From an optimization exercise on the open Yosys and OpenROAD flow, aimed at small area; shortcuts taken in it are not production practice. At most, simulation tests tie the RTL to the original design; equivalence was not proved.

==> flow/design.v (excerpt) <==
module chess_top( MemOE, MemWR, RamCS, FlashCS, QuadSpiFlashCS,
		ClkPort,
		BtnL, BtnU, BtnD, BtnR, BtnC,
		Sw0,
		vga_hsync, vga_vsync,
		vga_r0, vga_r1, vga_r2,
		vga_g0, vga_g1, vga_g2,
		vga_b0, vga_b1,
		Ld0, Ld1, Ld2, Ld3, Ld4
	);
For scale: ~1300 cells after synthesis, roughly 390 flip-flops, about 27 I/O pins, about 0.015 sq mm of cells after synthesis.
==> flow/config.mk <==
export PLATFORM = sky130hd
export DESIGN_NAME = chess_top
export DESIGN_NICKNAME = chess_top
export VERILOG_FILES = /design/flow/design.v
export SDC_FILE = /design/flow/constraint.sdc
export NUM_CORES = 8
export LEC_CHECK = 0
export CAP_MARGIN = 20
export CORE_MARGIN = 2
export CORE_UTILIZATION = 50
export CTS_BUF_LIST = sky130_fd_sc_hd__clkbuf_16
export CTS_CLUSTER_DIAMETER = 100
export CTS_CLUSTER_SIZE = 30
export PLACE_DENSITY = 0.65
export SLEW_MARGIN = 20
==> flow/constraint.sdc <==
create_clock -name core_clock -period 10.0 [get_ports {ClkPort}]
set_input_delay 2.0000 -clock core_clock [delete_from_list [all_inputs] [get_ports {ClkPort}]]
set_output_delay 2.0000 -clock core_clock [all_outputs]
set_load 0.01 [all_outputs]
run.sh (not shown) runs the stock make flow with config.mk's settings and CLKGATE_MAP_FILE= SYNTH_SCRIPT=/design/flow/synth_recipe.tcl, a recipe that flattens the netlist after the stock synthesis.
Next try:
--- a/flow/design.v
+++ b/flow/design.v
@@ -277,16 +277,14 @@
 		if (state == ERASE_OLD_PIECE) sel_empty <= 1'b1;
 	end
 	if (state == PIECE_MOVE) dest_addr <= cursor_addr;
 end
 wire [2:0] cr = cursor_addr[5:3], cc = cursor_addr[2:0];
 wire [2:0] sr = selected_addr[5:3], sc = selected_addr[2:0];
-wire [3:0] dh = {1'b0, cc} - {1'b0, sc};
-wire [3:0] dv = {1'b0, cr} - {1'b0, sr};
-wire [2:0] h_delta = (dh[2:0] ^ {3{dh[3]}}) + {2'b0, dh[3]};
-wire [2:0] v_delta = (dv[2:0] ^ {3{dv[3]}}) + {2'b0, dv[3]};
+wire [2:0] h_delta = (cc >= sc) ? cc - sc : sc - cc;
+wire [2:0] v_delta = (cr >= sr) ? cr - sr : sr - cr;
 wire dest_empty = (cursor_contents[2:0] == PIECE_NONE);
 reg legal;
 always @(*) begin
 	case (sel_type)
 		PIECE_PAWN:
 			if (cursor_stale)
@@ -390,45 +388,41 @@
 reg [255:0] ring;            
 reg [5:0] phase;             
 reg init_pending;
 reg pend_dest, pend_src;     
 wire [3:0] slot0  = ring[3:0];
 wire [3:0] slot32 = ring[131:128];
-wire absorb_dest = pend_dest && (phase == dest_addr);
-wire absorb_src  = pend_src && (phase == selected_addr);
 reg [3:0] head_in;           
 always @(*) begin
 	if (init_pending) head_in = init_piece(phase);
-	else if (absorb_dest) head_in = sel_piece;
-	else if (absorb_src) head_in = 4'b0000;
+	else if (pend_dest && phase == dest_addr) head_in = sel_piece;
+	else if (pend_src && phase == selected_addr) head_in = 4'b0000;
 	else head_in = slot0;
 end
 always @(posedge ClkPort) begin
 	ring <= {head_in, ring[255:4]};
 	phase <= st_initial ? 6'd0 : phase + 6'd1;
 	init_pending <= st_initial | (init_pending & (phase != 6'd63));
-	pend_dest <= ~st_initial & (st_write | (pend_dest & ~absorb_dest));
-	pend_src  <= ~st_initial & (st_erase | (pend_src & ~absorb_src));
+	pend_dest <= ~st_initial & (st_write | (pend_dest & (phase != dest_addr)));
+	pend_src  <= ~st_initial & (st_erase | (pend_src & (phase != selected_addr)));
 end
 wire [5:0] cursor_slot = cursor_addr - phase;
 assign cursor_contents = ring[{cursor_slot, 2'b00} +: 4];
 wire [5:0] ahead_sq = {(player_is_black ? 3'd2 : 3'd5), selected_addr[2:0]};
 always @(posedge ClkPort)
 	if (phase == ahead_sq) ahead_empty <= (head_in[2:0] == 3'b000);
 wire [5:0] cur_sq, next_sq;
 wire col_end;
 reg [3:0] dcur, dnext;
 wire next_any  = (next_sq[4:0] == phase[4:0]);      
 wire next_head = next_any && (next_sq[5] == phase[5]);
-wire cur_is_dest = (cur_sq == dest_addr);
-wire cur_is_src  = (cur_sq == selected_addr);
+wire cur_head  = (cur_sq == phase);
 always @(posedge ClkPort) begin
 	if (next_any) dnext <= next_head ? head_in : slot32;
 	if (col_end) dcur <= next_head ? head_in : dnext;
-	else if (absorb_dest && cur_is_dest) dcur <= sel_piece;
-	else if (absorb_src && cur_is_src) dcur <= 4'b0000;
+	else if (cur_head) dcur <= head_in;
 end
 reg [3:0] disp_piece;
 always @(*) begin
 	if (pend_dest && cur_sq == dest_addr) disp_piece = sel_piece;
 	else if (pend_src && cur_sq == selected_addr) disp_piece = 4'b0000;
 	else disp_piece = dcur;
Effect: The changed run finished with timing, DRC and antenna clean; die area is higher by 1.9%; count of clock-buffer cells in the layout is unchanged; cell count went up by 4.7%; wire length went up by 2.7%; register-to-register slack is worse by 0.26 ns.
For the second run of this note, only the layout was checked, not whether the RTL still works.

== before ==
Another version of the RTL of chess_top (not shown whole).
Size: roughly 1200 cells after synthesis, ~14000 um^2 of cells after synthesis.
==> module chess_top, before the edit <==
module chess_top( MemOE, MemWR, RamCS, FlashCS, QuadSpiFlashCS,
		ClkPort,
		BtnL, BtnU, BtnD, BtnR, BtnC,
		Sw0,
		vga_hsync, vga_vsync,
		vga_r0, vga_r1, vga_r2,
		vga_g0, vga_g1, vga_g2,
		vga_b0, vga_b1,
		Ld0, Ld1, Ld2, Ld3, Ld4
	);
input		Sw0;
input		BtnL, BtnU, BtnD, BtnR, BtnC;
input		ClkPort;
output wire	MemOE, MemWR, RamCS, FlashCS, QuadSpiFlashCS;
assign MemOE = 1'b0;
assign MemWR = 1'b0;
assign RamCS = 1'b0;
assign FlashCS = 1'b0;
assign QuadSpiFlashCS = 1'b0;
output wire vga_hsync, vga_vsync;
output wire vga_r0, vga_r1, vga_r2;
output wire vga_g0, vga_g1, vga_g2;
output wire vga_b0, vga_b1;
output wire Ld0, Ld1, Ld2, Ld3, Ld4;
wire Reset = Sw0;
wire[2:0] vga_r;
wire[2:0] vga_g;
wire[1:0] vga_b;
assign vga_r0 = vga_r[2]; assign vga_r1 = vga_r[1]; assign vga_r2 = vga_r[0];
assign vga_g0 = vga_g[2]; assign vga_g1 = vga_g[1]; assign vga_g2 = vga_b[0];
assign vga_b0 = vga_b[1]; assign vga_b1 = vga_b[0];
wire BtnC_pulse, BtnU_pulse, BtnR_pulse, BtnL_pulse, BtnD_pulse;
input_debounce L_debounce(.CLK(ClkPort), .RESET(Reset), .Btn(BtnL), .Btn_pulse(BtnL_pulse));
input_debounce R_debounce(.CLK(ClkPort), .RESET(Reset), .Btn(BtnR), .Btn_pulse(BtnR_pulse));
input_debounce U_debounce(.CLK(ClkPort), .RESET(Reset), .Btn(BtnU), .Btn_pulse(BtnU_pulse));
input_debounce D_debounce(.CLK(ClkPort), .RESET(Reset), .Btn(BtnD), .Btn_pulse(BtnD_pulse));
input_debounce C_debounce(.CLK(ClkPort), .RESET(Reset), .Btn(BtnC), .Btn_pulse(BtnC_pulse));
function [3:0] init_piece;
	input [5:0] sq;
	reg [2:0] back;
	begin
		case (sq[2:0])
			3'd0, 3'd7: back = 3'd4;
			3'd1, 3'd6: back = 3'd2;
			3'd2, 3'd5: back = 3'd3;
			3'd3:       back = 3'd5;
			default:    back = 3'd6;
		endcase
		case (sq[5:3])
			3'd0: init_piece = {1'b1, back};
			3'd1: init_piece = 4'b1001;
			3'd6: init_piece = 4'b0001;
			3'd7: init_piece = {1'b0, back};
			default: init_piece = 4'b0000;
		endcase
	end
endfunction
wire [5:0] cursor_addr, selected_addr, dest_addr;
wire [3:0] sel_piece;
wire sel_empty;
wire [2:0] logic_state;
wire [3:0] cursor_contents;
reg ahead_empty;
wire player_is_black;
wire st_erase = (logic_state == 3'd4);
wire dest_written = st_erase | sel_empty;
wire [5:0] ahead_sq = {(player_is_black ? 3'd2 : 3'd5), selected_addr[2:0]};
wire ahead_is_dest = (dest_addr[5] != player_is_black) && (dest_addr[3] != player_is_black)
                  && (dest_addr[0] == selected_addr[0]);
game_logic logic_module(
	.CLK(ClkPort), .RESET(Reset),
	.BtnL(BtnL_pulse), .BtnU(BtnU_pulse), .BtnR(BtnR_pulse), .BtnD(BtnD_pulse), .BtnC(BtnC_pulse),
	.cursor_contents(cursor_contents), .cursor_stale(st_erase && cursor_addr[3] == dest_addr[3] && cursor_addr[0] == dest_addr[0]),
	.ahead_empty(ahead_empty && !(st_erase && ahead_is_dest)),
	.cursor_addr(cursor_addr), .selected_addr(selected_addr),
	.sel_piece(sel_piece), .sel_empty(sel_empty), .dest_addr(dest_addr),
	.state(logic_state), .player_to_move(player_is_black), .move_is_legal(Ld4));
assign { Ld3, Ld2, Ld1, Ld0 } = { 1'b0, logic_state };
wire st_initial = (logic_state == 3'd0);
wire st_write   = (logic_state == 3'd3);
reg [255:0] ring;            
reg [5:0] phase;             
reg init_pending;
wire [3:0] slot0  = ring[3:0];
wire [3:0] slot32 = ring[131:128];
wire absorb_dest = dest_written && (phase == dest_addr);
wire absorb_src  = sel_empty && (phase == selected_addr);
wire phase_last = (phase[4:0] == 5'd16);
reg [3:0] head_in;           
always @(*) begin
	if (init_pending) head_in = init_piece(phase);
	else if (absorb_dest) head_in = sel_piece;
	else if (absorb_src) head_in = 4'b0000;
	else head_in = slot0;
end
always @(posedge ClkPort) begin
	ring <= {head_in, ring[255:4]};
	phase <= st_initial ? 6'd0 : {phase[5] ^ phase_last,
	                              phase[3:0], phase[4] ^ phase[2] ^ (phase[3:0] == 4'd0)};
	init_pending <= st_initial | (init_pending & ~st_write);
end
function [1:0] mod3;
	input [2:0] v;
	case (v)
		3'd0, 3'd3, 3'd6: mod3 = 2'd0;
		3'd1, 3'd4, 3'd7: mod3 = 2'd1;
		default:          mod3 = 2'd2;
	endcase
endfunction
reg [3:0] box [0:8];
function near1;
	input [2:0] a, b;
	case ({a, b})
		6'o00, 6'o01, 6'o10, 6'o11, 6'o12, 6'o21, 6'o22, 6'o23, 6'o32, 6'o33, 6'o34,
		6'o43, 6'o44, 6'o45, 6'o54, 6'o55, 6'o56, 6'o65, 6'o66, 6'o67, 6'o76, 6'o77: near1 = 1'b1;
		default: near1 = 1'b0;
	endcase
endfunction
wire head_near = near1(phase[5:3], cursor_addr[5:3]) && near1(phase[2:0], cursor_addr[2:0]);
always @(posedge ClkPort)
	if (head_near) box[mod3(phase[5:3]) * 3 + mod3(phase[2:0])] <= head_in;
assign cursor_contents = box[mod3(cursor_addr[5:3]) * 3 + mod3(cursor_addr[2:0])];
always @(posedge ClkPort)
	if (phase == ahead_sq) ahead_empty <= (head_in[2:0] == 3'b000);
wire [5:0] cur_sq, next_sq;
wire col_end;
reg [3:0] dcur, dnext;
wire next_any  = (next_sq[4:0] == phase[4:0]);      
wire next_head = next_any && (next_sq[5] == phase[5]);
always @(posedge ClkPort) begin
	if (next_any) dnext <= next_head ? head_in : slot32;
	if (col_end) dcur <= next_head ? head_in : dnext;
end
reg [3:0] disp_piece;
always @(*) begin
	if (dest_written && cur_sq == dest_addr) disp_piece = sel_piece;
	else if (sel_empty && cur_sq == selected_addr) disp_piece = 4'b0000;
	else disp_piece = dcur;
end
display_interface display_interface(
	.CLK(ClkPort), .RESET(Reset),
	.HSYNC(vga_hsync), .VSYNC(vga_vsync),
	.R(vga_r), .G(vga_g), .B(vga_b),
	.PIECE(disp_piece), .CUR_SQ(cur_sq), .NEXT_SQ(next_sq), .COL_END(col_end),
	.CURSOR_ADDR(cursor_addr), .SELECT_ADDR(selected_addr),
	.SELECT_EN(logic_state == 3'd2));
endmodule
make LEC_CHECK=0 CAP_MARGIN=20 CORE_MARGIN=2 CORE_UTILIZATION=60 CTS_BUF_LIST=sky130_fd_sc_hd__clkbuf_16 CTS_CLUSTER_DIAMETER=90 CTS_CLUSTER_SIZE=26 PLACE_DENSITY=0.8 SLEW_MARGIN=20 finish   # period 10.0 ns
### before -> after
diff --git a/flow/design.v b/flow/design.v
--- a/flow/design.v
+++ b/flow/design.v
@@ -375,32 +375,29 @@
 wire sel_empty;
 wire [2:0] logic_state;
 wire [3:0] cursor_contents;
 reg ahead_empty;
 wire player_is_black;
-wire st_erase = (logic_state == 3'd4);
-wire dest_written = st_erase | sel_empty;
-wire [5:0] ahead_sq = {(player_is_black ? 3'd2 : 3'd5), selected_addr[2:0]};
-wire ahead_is_dest = (dest_addr[5] != player_is_black) && (dest_addr[3] != player_is_black)
-                  && (dest_addr[0] == selected_addr[0]);
 game_logic logic_module(
 	.CLK(ClkPort), .RESET(Reset),
 	.BtnL(BtnL_pulse), .BtnU(BtnU_pulse), .BtnR(BtnR_pulse), .BtnD(BtnD_pulse), .BtnC(BtnC_pulse),
-	.cursor_contents(cursor_contents), .cursor_stale(st_erase && cursor_addr[3] == dest_addr[3] && cursor_addr[0] == dest_addr[0]),
-	.ahead_empty(ahead_empty && !(st_erase && ahead_is_dest)),
+	.cursor_contents(cursor_contents), .cursor_stale(pend_dest && cursor_addr[3] == dest_addr[3] && cursor_addr[0] == dest_addr[0]),
+	.ahead_empty(ahead_empty && !(pend_dest && ahead_is_dest)),
 	.cursor_addr(cursor_addr), .selected_addr(selected_addr),
 	.sel_piece(sel_piece), .sel_empty(sel_empty), .dest_addr(dest_addr),
 	.state(logic_state), .player_to_move(player_is_black), .move_is_legal(Ld4));
 assign { Ld3, Ld2, Ld1, Ld0 } = { 1'b0, logic_state };
 wire st_initial = (logic_state == 3'd0);
 wire st_write   = (logic_state == 3'd3);
+wire st_erase   = (logic_state == 3'd4);
 reg [255:0] ring;            
 reg [5:0] phase;             
 reg init_pending;
+reg pend_dest;               
 wire [3:0] slot0  = ring[3:0];
 wire [3:0] slot32 = ring[131:128];
-wire absorb_dest = dest_written && (phase == dest_addr);
+wire absorb_dest = pend_dest && (phase == dest_addr);
 wire absorb_src  = sel_empty && (phase == selected_addr);
 wire phase_last = (phase[4:0] == 5'd16);
 reg [3:0] head_in;           
 always @(*) begin
 	if (init_pending) head_in = init_piece(phase);
@@ -410,11 +407,12 @@
 end
 always @(posedge ClkPort) begin
 	ring <= {head_in, ring[255:4]};
 	phase <= st_initial ? 6'd0 : {phase[5] ^ phase_last,
 	                              phase[3:0], phase[4] ^ phase[2] ^ (phase[3:0] == 4'd0)};
-	init_pending <= st_initial | (init_pending & ~st_write);
+	init_pending <= st_initial | (init_pending & ~(phase_last & phase[5]));
+	pend_dest <= st_write | (pend_dest & ~absorb_dest);
 end
 function [1:0] mod3;
 	input [2:0] v;
 	case (v)
 		3'd0, 3'd3, 3'd6: mod3 = 2'd0;
@@ -433,24 +431,31 @@
 endfunction
 wire head_near = near1(phase[5:3], cursor_addr[5:3]) && near1(phase[2:0], cursor_addr[2:0]);
 always @(posedge ClkPort)
 	if (head_near) box[mod3(phase[5:3]) * 3 + mod3(phase[2:0])] <= head_in;
 assign cursor_contents = box[mod3(cursor_addr[5:3]) * 3 + mod3(cursor_addr[2:0])];
+wire [5:0] ahead_sq = {(player_is_black ? 3'd2 : 3'd5), selected_addr[2:0]};
+wire ahead_is_dest = (dest_addr[5] != player_is_black) && (dest_addr[3] != player_is_black)
+                  && (dest_addr[0] == selected_addr[0]);
 always @(posedge ClkPort)
 	if (phase == ahead_sq) ahead_empty <= (head_in[2:0] == 3'b000);
 wire [5:0] cur_sq, next_sq;
 wire col_end;
 reg [3:0] dcur, dnext;
 wire next_any  = (next_sq[4:0] == phase[4:0]);      
 wire next_head = next_any && (next_sq[5] == phase[5]);
+wire cur_is_dest = (cur_sq == dest_addr);
+wire cur_is_src  = (cur_sq == selected_addr);
 always @(posedge ClkPort) begin
 	if (next_any) dnext <= next_head ? head_in : slot32;
 	if (col_end) dcur <= next_head ? head_in : dnext;
+	else if (absorb_dest && cur_is_dest) dcur <= sel_piece;
+	else if (absorb_src && cur_is_src) dcur <= 4'b0000;
 end
 reg [3:0] disp_piece;
 always @(*) begin
-	if (dest_written && cur_sq == dest_addr) disp_piece = sel_piece;
+	if (pend_dest && cur_sq == dest_addr) disp_piece = sel_piece;
 	else if (sel_empty && cur_sq == selected_addr) disp_piece = 4'b0000;
 	else disp_piece = dcur;
 end
 display_interface display_interface(
 	.CLK(ClkPort), .RESET(Reset),
Higher end-of-flow core utilization goes to before over after. Final-report setup violation count came out exactly the same in after and before. Every run in the comparison, after and before, completed the flow with a clean layout. Count of buffer and inverter cells on the critical path: after vs before up 1. after ends up with a depth of the critical timing path with buffers and inverters included that is 2 higher than in before. Worst setup slack ended up 0.54 ns higher on after than on before. Compared with before, after shows layout overhead on the synthesized area lower by 0.49 points. On routed wire length on met3, after tracks before almost exactly. after and before ended up with roughly the same relative area of clock buffers and inverters in the final design.

afterwards: timing with drivers on the ports:
How much do the figures lean on ideal ports? The routed layouts below were timed once more, with nothing changed but the port constraints.
Step 1: set_driving_cell puts a clkbuf_16 on ClkPort and a buf_2 on each other input, an assumption about the parent block.
Step 2 times the ports against the registers' clock, not the clock port: input delays grow and output delays shrink by t, the midpoint of the rising clock arrivals with the driver on.
a / b / c = ideal ports / drivers / drivers and shift; a / b = the first two.
run	t (ns)	slack for setup (ns)	worst hold slack (ns)	worst register clock-pin slew, ns
the first run of note 1	0.575	2.083 / 2.035 / 2.609	0.340 / 0.340 / 0.340	0.12 / 0.12
the second run of note 1	0.569	1.857 / 1.808 / 2.377	0.327 / 0.327 / 0.327	0.12 / 0.12
before	0.569	2.058 / 2.012 / 2.581	0.320 / 0.320 / 0.320	0.11 / 0.11
after	0.569	2.599 / 2.555 / 3.124	0.319 / 0.319 / 0.319	0.11 / 0.11
After both steps setup and hold are still met in every run listed.
